What follows belongs to an exercise in optimizing a design on an open flow for small area and a short achievable clock period; a production flow would make more cautious choices.

==> run D <==
Design mac, start of the top module:
module mac(A, B, C, D, clk, reset, Acc);
  input [7:0] A, B, C, D;
  input clk, reset;
  output [31:0] Acc;
  reg [31:0] R;
  reg [3:1] Cy;
  wire p_A0B0 = ~(A[0] & B[0]);
  wire p_A0B1 = ~(A[0] & B[1]);
  wire p_A0B2 = ~(A[0] & B[2]);
  wire p_A0B3 = ~(A[0] & B[3]);
  wire p_A0B4 = ~(A[0] & B[4]);
  wire p_A0B5 = ~(A[0] & B[5]);
  wire p_A0B6 = ~(A[0] & B[6]);
  wire p_A0B7 = ~(A[0] & B[7]);
  wire p_A1B0 = ~(A[1] & B[0]);
  wire p_A1B1 = ~(A[1] & B[1]);
  wire p_A1B2 = ~(A[1] & B[2]);
  wire p_A1B3 = ~(A[1] & B[3]);
  wire p_A1B4 = ~(A[1] & B[4]);
  wire p_A1B5 = ~(A[1] & B[5]);
  wire p_A1B6 = ~(A[1] & B[6]);
  wire p_A1B7 = ~(A[1] & B[7]);
  wire p_A2B0 = ~(A[2] & B[0]);
  wire p_A2B1 = ~(A[2] & B[1]);
  wire p_A2B2 = ~(A[2] & B[2]);
  wire p_A2B3 = ~(A[2] & B[3]);
  wire p_A2B4 = ~(A[2] & B[4]);
  wire p_A2B5 = ~(A[2] & B[5]);
  wire p_A2B6 = ~(A[2] & B[6]);
  wire p_A2B7 = ~(A[2] & B[7]);
  wire p_A3B0 = ~(A[3] & B[0]);
  wire p_A3B1 = ~(A[3] & B[1]);
  wire p_A3B2 = ~(A[3] & B[2]);
  wire p_A3B3 = ~(A[3] & B[3]);
  wire p_A3B4 = ~(A[3] & B[4]);
  wire p_A3B5 = ~(A[3] & B[5]);
  wire p_A3B6 = ~(A[3] & B[6]);
  wire p_A3B7 = ~(A[3] & B[7]);
  wire p_A4B0 = ~(A[4] & B[0]);
  ...
==> flow/config.mk <==
export PLATFORM = sky130hd
export DESIGN_NAME = mac
export DESIGN_NICKNAME = mac
export VERILOG_FILES = /design/flow/design.v
export SDC_FILE = /design/flow/constraint.sdc
export NUM_CORES = 4
export LEC_CHECK = 0
export CAP_MARGIN = 20
export CORE_MARGIN = 2
export CORE_UTILIZATION = 40
export SLEW_MARGIN = 20
export SYNTH_HIERARCHICAL = 1
==> flow/constraint.sdc <==
create_clock -name core_clock -period 6.5 [get_ports {clk}]
set_input_delay 1.3000 -clock core_clock [delete_from_list [all_inputs] [get_ports {clk}]]
set_output_delay 1.3000 -clock core_clock [all_outputs]
set_load 0.01 [all_outputs]
standard.sh (not shown) runs the stock make flow with config.mk's settings and CLKGATE_MAP_FILE= SYNTH_SCRIPT=/design/flow/synth_recipe.tcl, a recipe that flattens the netlist after the stock synthesis.
==> flow/flow/run.sh <==
#!/bin/bash
# Standard ORFS flow (the standard.sh), with the port buffers made of
# sky130_fd_sc_hd__buf_2 instead of buffer_ports' default cell.
set -o pipefail
export BUFFER_PORTS_ARGS="-buffer_cell sky130_fd_sc_hd__buf_2"
bash standard.sh finish 2>&1 | tee standard_flow.log
==> run K (differences from run D) <==
--- a/flow/design.v
+++ b/flow/design.v
@@ -7,15 +7,15 @@
   assign co = a & b;
 endmodule
 module mac(A, B, C, D, clk, reset, Acc);
   input [7:0] A, B, C, D;
   input clk, reset;
   output [31:0] Acc;
   reg [31:0] R;
-  reg [3:1] Cy;
+  reg [7:1] Cy;
   wire p_A0B0 = ~(A[0] & B[0]);
   wire p_A0B1 = ~(A[0] & B[1]);
   wire p_A0B2 = ~(A[0] & B[2]);
   wire p_A0B3 = ~(A[0] & B[3]);
   wire p_A0B4 = ~(A[0] & B[4]);
   wire p_A0B5 = ~(A[0] & B[5]);
   wire p_A0B6 = ~(A[0] & B[6]);
@@ -257,75 +257,79 @@
   wire s229, c230;
   wire s231, c232;
   wire s233, c234;
   wire s235, c236;
   wire s237, c238;
   wire s239, c240;
   wire s241, c242;
-  wire [31:0] x = {R[31], R[30], R[29], R[28], R[27], R[26], R[25], R[24], R[23], R[22], R[21], R[20], R[19], R[18], R[17], s241, ~s239, ~c232, ~s231, ~c208, ~c190, c168, s167, c114, c86, ~s83, ~s59, s41, s25, ~s11, ~s3, ~p_C0D0};
-  wire [31:0] y = {1'b0, 1'b0, 1'b0, 1'b0, 1'b0, 1'b0, 1'b0, Cy[3], 1'b0, 1'b0, 1'b0, 1'b0, 1'b0, 1'b0, c242, ~c240, ~c238, ~s237, ~c222, ~s221, ~s207, ~s189, ~c142, ~s141, s113, s85, s61, ~s39, ~s23, s13, ~s5, s1};
-  wire [31:0] cyv = {1'b0, 1'b0, 1'b0, 1'b0, 1'b0, 1'b0, 1'b0, Cy[3], 1'b0, 1'b0, 1'b0, 1'b0, 1'b0, 1'b0, 1'b0, Cy[2], 1'b0, 1'b0, 1'b0, 1'b0, 1'b0, 1'b0, 1'b0, Cy[1], 1'b0, 1'b0, 1'b0, 1'b0, 1'b0, 1'b0, 1'b0, 1'b0};
+  wire s243, c244;
+  wire s245, c246;
+  wire s247, c248;
+  wire s249, c250;
+  wire [31:0] x = {R[31], R[30], R[29], R[28], R[27], R[26], R[25], R[24], R[23], R[22], R[21], R[20], R[19], R[18], R[17], s249, s247, s243, c224, s223, ~c190, c168, s167, c114, ~s111, c62, ~s59, ~s39, s25, ~s11, ~s3, ~p_C0D0};
+  wire [31:0] y = {1'b0, 1'b0, 1'b0, Cy[7], 1'b0, 1'b0, 1'b0, Cy[6], 1'b0, 1'b0, 1'b0, Cy[5], 1'b0, 1'b0, c250, c248, c244, c236, s235, ~c208, ~s207, ~s189, ~c142, ~s141, s113, s85, s61, ~s41, ~s23, s13, ~s5, s1};
+  wire [31:0] cyv = {1'b0, 1'b0, 1'b0, Cy[7], 1'b0, 1'b0, 1'b0, Cy[6], 1'b0, 1'b0, 1'b0, Cy[5], 1'b0, 1'b0, 1'b0, Cy[4], 1'b0, 1'b0, 1'b0, Cy[3], 1'b0, 1'b0, 1'b0, Cy[2], 1'b0, 1'b0, 1'b0, Cy[1], 1'b0, 1'b0, 1'b0, 1'b0};
   mac_ha u_s1 (R[0], ~p_A0B0, s1, c2);
   mac_fa u_s3 (~R[1], p_A0B1, p_A1B0, s3, c4);
   mac_fa u_s5 (p_C0D1, p_C1D0, ~c2, s5, c6);
   mac_fa u_s7 (~R[2], p_A0B2, p_A1B1, s7, c8);
   mac_fa u_s9 (p_A2B0, p_C0D2, p_C1D1, s9, c10);
   mac_fa u_s11 (p_C2D0, c4, s7, s11, c12);
   mac_ha u_s13 (~s9, ~c6, s13, c14);
   mac_fa u_s15 (~R[3], p_A0B3, p_A1B2, s15, c16);
   mac_fa u_s17 (p_A2B1, p_A3B0, p_C0D3, s17, c18);
   mac_fa u_s19 (p_C1D2, p_C2D1, p_C3D0, s19, c20);
   mac_fa u_s21 (c8, c10, s15, s21, c22);
   mac_fa u_s23 (s17, s19, c12, s23, c24);
   mac_ha u_s25 (~s21, c14, s25, c26);
-  mac_fa u_s27 (~R[4], p_A0B4, p_A1B3, s27, c28);
-  mac_fa u_s29 (p_A2B2, p_A3B1, p_A4B0, s29, c30);
-  mac_fa u_s31 (p_C0D4, p_C1D3, p_C2D2, s31, c32);
-  mac_fa u_s33 (p_C3D1, p_C4D0, c16, s33, c34);
-  mac_fa u_s35 (c18, c20, s27, s35, c36);
-  mac_fa u_s37 (s29, s31, c22, s37, c38);
-  mac_fa u_s39 (s33, s35, c24, s39, c40);
-  mac_ha u_s41 (c26, ~s37, s41, c42);
+  mac_fa u_s27 (R[4], Cy[1], ~p_A0B4, s27, c28);
+  mac_fa u_s29 (p_A1B3, p_A2B2, p_A3B1, s29, c30);
+  mac_fa u_s31 (p_A4B0, p_C0D4, p_C1D3, s31, c32);
+  mac_fa u_s33 (p_C2D2, p_C3D1, p_C4D0, s33, c34);
+  mac_fa u_s35 (c16, c18, c20, s35, c36);
+  mac_fa u_s37 (~s27, s29, s31, s37, c38);
+  mac_fa u_s39 (s33, c22, s35, s39, c40);
+  mac_fa u_s41 (s37, c24, ~c26, s41, c42);
   mac_fa u_s43 (~R[5], p_A0B5, p_A1B4, s43, c44);
   mac_fa u_s45 (p_A2B3, p_A3B2, p_A4B1, s45, c46);
   mac_fa u_s47 (p_A5B0, p_C0D5, p_C1D4, s47, c48);
   mac_fa u_s49 (p_C2D3, p_C3D2, p_C4D1, s49, c50);
-  mac_fa u_s51 (p_C5D0, c28, c30, s51, c52);
-  mac_fa u_s53 (c32, s43, s45, s53, c54);
-  mac_fa u_s55 (s47, s49, c34, s55, c56);
-  mac_fa u_s57 (c36, s51, s53, s57, c58);
-  mac_fa u_s59 (c38, s55, s57, s59, c60);
-  mac_ha u_s61 (c42, ~c40, s61, c62);
+  mac_fa u_s51 (p_C5D0, ~c28, c30, s51, c52);
+  mac_fa u_s53 (c32, c34, s43, s53, c54);
+  mac_fa u_s55 (s45, s47, s49, s55, c56);
+  mac_fa u_s57 (c36, c38, s51, s57, c58);
+  mac_fa u_s59 (s53, s55, c40, s59, c60);
+  mac_ha u_s61 (~s57, ~c42, s61, c62);
   mac_fa u_s63 (~R[6], p_A0B6, p_A1B5, s63, c64);
   mac_fa u_s65 (p_A2B4, p_A3B3, p_A4B2, s65, c66);
   mac_fa u_s67 (p_A5B1, p_A6B0, p_C0D6, s67, c68);
   mac_fa u_s69 (p_C1D5, p_C2D4, p_C3D3, s69, c70);
   mac_fa u_s71 (p_C4D2, p_C5D1, p_C6D0, s71, c72);
   mac_fa u_s73 (c44, c46, c48, s73, c74);
   mac_fa u_s75 (c50, s63, s65, s75, c76);
   mac_fa u_s77 (s67, s69, s71, s77, c78);
-  mac_fa u_s79 (c52, c54, s73, s79, c80);
-  mac_fa u_s81 (s75, s77, c56, s81, c82);
+  mac_fa u_s79 (c52, c54, c56, s79, c80);
+  mac_fa u_s81 (s73, s75, s77, s81, c82);
   mac_fa u_s83 (c58, s79, s81, s83, c84);
-  mac_ha u_s85 (~c60, c62, s85, c86);
+  mac_ha u_s85 (~c60, ~s83, s85, c86);
   mac_fa u_s87 (~R[7], p_A0B7, p_A1B6, s87, c88);
   mac_fa u_s89 (p_A2B5, p_A3B4, p_A4B3, s89, c90);
   mac_fa u_s91 (p_A5B2, p_A6B1, p_A7B0, s91, c92);
   mac_fa u_s93 (p_C0D7, p_C1D6, p_C2D5, s93, c94);
   mac_fa u_s95 (p_C3D4, p_C4D3, p_C5D2, s95, c96);
   mac_fa u_s97 (p_C6D1, p_C7D0, c64, s97, c98);
   mac_fa u_s99 (c66, c68, c70, s99, c100);
   mac_fa u_s101 (c72, s87, s89, s101, c102);
   mac_fa u_s103 (s91, s93, s95, s103, c104);
   mac_fa u_s105 (c74, c76, c78, s105, c106);
   mac_fa u_s107 (s97, s99, s101, s107, c108);
-  mac_fa u_s109 (s103, c80, s105, s109, c110);
-  mac_fa u_s111 (s107, c82, s109, s111, c112);
-  mac_ha u_s113 (~c84, ~s111, s113, c114);
-  mac_fa u_s115 (R[8], Cy[1], ~p_A1B7, s115, c116);
+  mac_fa u_s109 (s103, c80, c82, s109, c110);
+  mac_fa u_s111 (s105, s107, c84, s111, c112);
+  mac_ha u_s113 (~s109, c86, s113, c114);
+  mac_fa u_s115 (R[8], Cy[2], ~p_A1B7, s115, c116);
   mac_fa u_s117 (p_A2B6, p_A3B5, p_A4B4, s117, c118);
   mac_fa u_s119 (p_A5B3, p_A6B2, p_A7B1, s119, c120);
   mac_fa u_s121 (p_C1D7, p_C2D6, p_C3D5, s121, c122);
   mac_fa u_s123 (p_C4D4, p_C5D3, p_C6D2, s123, c124);
   mac_fa u_s125 (p_C7D1, c88, c90, s125, c126);
   mac_fa u_s127 (c92, c94, c96, s127, c128);
   mac_fa u_s129 (~s115, s117, s119, s129, c130);
@@ -364,38 +368,46 @@
   mac_fa u_s195 (p_C5D6, p_C6D5, p_C7D4, s195, c196);
   mac_fa u_s197 (c170, c172, c174, s197, c198);
   mac_fa u_s199 (s191, s193, s195, s199, c200);
   mac_fa u_s201 (c176, c178, c180, s201, c202);
   mac_fa u_s203 (s197, s199, c182, s203, c204);
   mac_fa u_s205 (c184, s201, c186, s205, c206);
   mac_fa u_s207 (s203, c188, s205, s207, c208);
-  mac_fa u_s209 (~R[12], p_A5B7, p_A6B6, s209, c210);
-  mac_fa u_s211 (p_A7B5, p_C5D7, p_C6D6, s211, c212);
-  mac_fa u_s213 (p_C7D5, c192, c194, s213, c214);
-  mac_fa u_s215 (c196, s209, s211, s215, c216);
-  mac_fa u_s217 (c198, c200, s213, s217, c218);
-  mac_fa u_s219 (s215, c202, s217, s219, c220);
-  mac_fa u_s221 (c204, s219, c206, s221, c222);
-  mac_fa u_s223 (~R[13], p_A6B7, p_A7B6, s223, c224);
-  mac_fa u_s225 (p_C6D7, p_C7D6, c210, s225, c226);
-  mac_fa u_s227 (c212, s223, c214, s227, c228);
-  mac_fa u_s229 (c216, s225, c218, s229, c230);
-  mac_fa u_s231 (s227, c220, s229, s231, c232);
-  mac_fa u_s233 (~R[14], p_A7B7, p_C7D7, s233, c234);
-  mac_fa u_s235 (c224, s233, c226, s235, c236);
-  mac_fa u_s237 (c228, s235, c230, s237, c238);
-  mac_fa u_s239 (~R[15], c234, c236, s239, c240);
-  mac_ha u_s241 (R[16], Cy[2], s241, c242);
-  wire [8:0] blk0 = x[7:0] + y[7:0];
-  wire [8:0] blk1 = x[15:8] + y[15:8];
-  wire [8:0] blk2 = x[23:16] + y[23:16];
-  wire [8:0] blk3 = x[31:24] + y[31:24];
+  mac_fa u_s209 (R[12], Cy[3], ~p_A5B7, s209, c210);
+  mac_fa u_s211 (p_A6B6, p_A7B5, p_C5D7, s211, c212);
+  mac_fa u_s213 (p_C6D6, p_C7D5, c192, s213, c214);
+  mac_fa u_s215 (c194, c196, ~s209, s215, c216);
+  mac_fa u_s217 (s211, c198, c200, s217, c218);
+  mac_fa u_s219 (s213, s215, c202, s219, c220);
+  mac_fa u_s221 (s217, c204, s219, s221, c222);
+  mac_ha u_s223 (~c206, ~s221, s223, c224);
+  mac_fa u_s225 (~R[13], p_A6B7, p_A7B6, s225, c226);
+  mac_fa u_s227 (p_C6D7, p_C7D6, ~c210, s227, c228);
+  mac_fa u_s229 (c212, s225, c214, s229, c230);
+  mac_fa u_s231 (c216, s227, c218, s231, c232);
+  mac_fa u_s233 (s229, c220, s231, s233, c234);
+  mac_ha u_s235 (~c222, ~s233, s235, c236);
+  mac_fa u_s237 (~R[14], p_A7B7, p_C7D7, s237, c238);
+  mac_fa u_s239 (c226, s237, c228, s239, c240);
+  mac_fa u_s241 (c230, s239, c232, s241, c242);
+  mac_ha u_s243 (~c234, ~s241, s243, c244);
+  mac_fa u_s245 (~R[15], c238, c240, s245, c246);
+  mac_ha u_s247 (~s245, ~c242, s247, c248);
+  mac_fa u_s249 (R[16], Cy[4], ~c246, s249, c250);
+  wire [4:0] blk0 = x[3:0] + y[3:0];
+  wire [4:0] blk1 = x[7:4] + y[7:4];
+  wire [4:0] blk2 = x[11:8] + y[11:8];
+  wire [4:0] blk3 = x[15:12] + y[15:12];
+  wire [4:0] blk4 = x[19:16] + y[19:16];
+  wire [4:0] blk5 = x[23:20] + y[23:20];
+  wire [4:0] blk6 = x[27:24] + y[27:24];
+  wire [4:0] blk7 = x[31:28] + y[31:28];
   assign Acc = R + cyv;
   always @(posedge clk, negedge reset)
     if (reset == 0) begin
       R <= 0;
       Cy <= 0;
     end else begin
-      R <= {blk3[7:0], blk2[7:0], blk1[7:0], blk0[7:0]};
-      Cy <= {blk2[8], blk1[8], blk0[8]};
+      R <= {blk7[3:0], blk6[3:0], blk5[3:0], blk4[3:0], blk3[3:0], blk2[3:0], blk1[3:0], blk0[3:0]};
+      Cy <= {blk6[4], blk5[4], blk4[4], blk3[4], blk2[4], blk1[4], blk0[4]};
     end
 endmodule
==> qor summary <==
	run K	run D
Status	finished clean	finished clean
Number of unique standard cell types used by synthesis	46	33
Sequential cell area in the final layout	975.9 um2	875.8 um2
Worst reg-to-reg path cell count	14	15
Final non-clock buffer share	5.182%	5.876%
Compound-cell area share of the yosys netlist	5.773%	4.168%
Worst Hold Slack	0.5025 ns	0.4848 ns
Max Freq	0.1953 GHz	0.1723 GHz
Clk slew on worst S/H paths	0.06 ns	0.05 ns
Final critical-path required period	5.121 ns	5.804 ns
Vias in the first global route	4,157	4,139
Detailed placement HPWL	10,780 um	10,330 um
Clk sinks	39	35
Fill cell instance count of the final layout	1,342	1,296
Total buffers and inverters traversed by the critical path	3	2
Effective utilization at floorplan	41.21%	40.81%
Layout cells sized above 1	13.74%	14.34%
Synthesized instance count	557	548
Post-Synthesis Mean Instance Area	10.31 um2	9.861 um2
No run of this note included a check of the RTL's function; only the layout flow was run.

-- re-timing with driven ports --
Ports are ideal in the flow. The routed layouts listed here were re-timed in OpenROAD.
Step 1 assumes that a clkbuf_16 drives the clock port and a buf_2 every other input.
Step 2, shift: input delay + t, output delay - t, t = (earliest + latest rising clock arrival at the registers) / 2. This alone moves slack from input paths to output paths.
a / b / c = ideal / step 1 / step 2; a / b = the first two.
run | t (ns) | setup slack, ns | worst data-port slew with drivers (ns) | pins driven straight from the clock port
run D | 0.307 | 0.696 / 0.706 / 0.398 | 0.04 | 1
run K | 0.330 | 1.379 / 1.399 / 1.069 | 0.03 | 1
After both steps every run listed still meets setup and hold. For run K, which loses most, drivers alone change the setup slack by +0.020 ns; drivers and shift together by -0.310 ns.
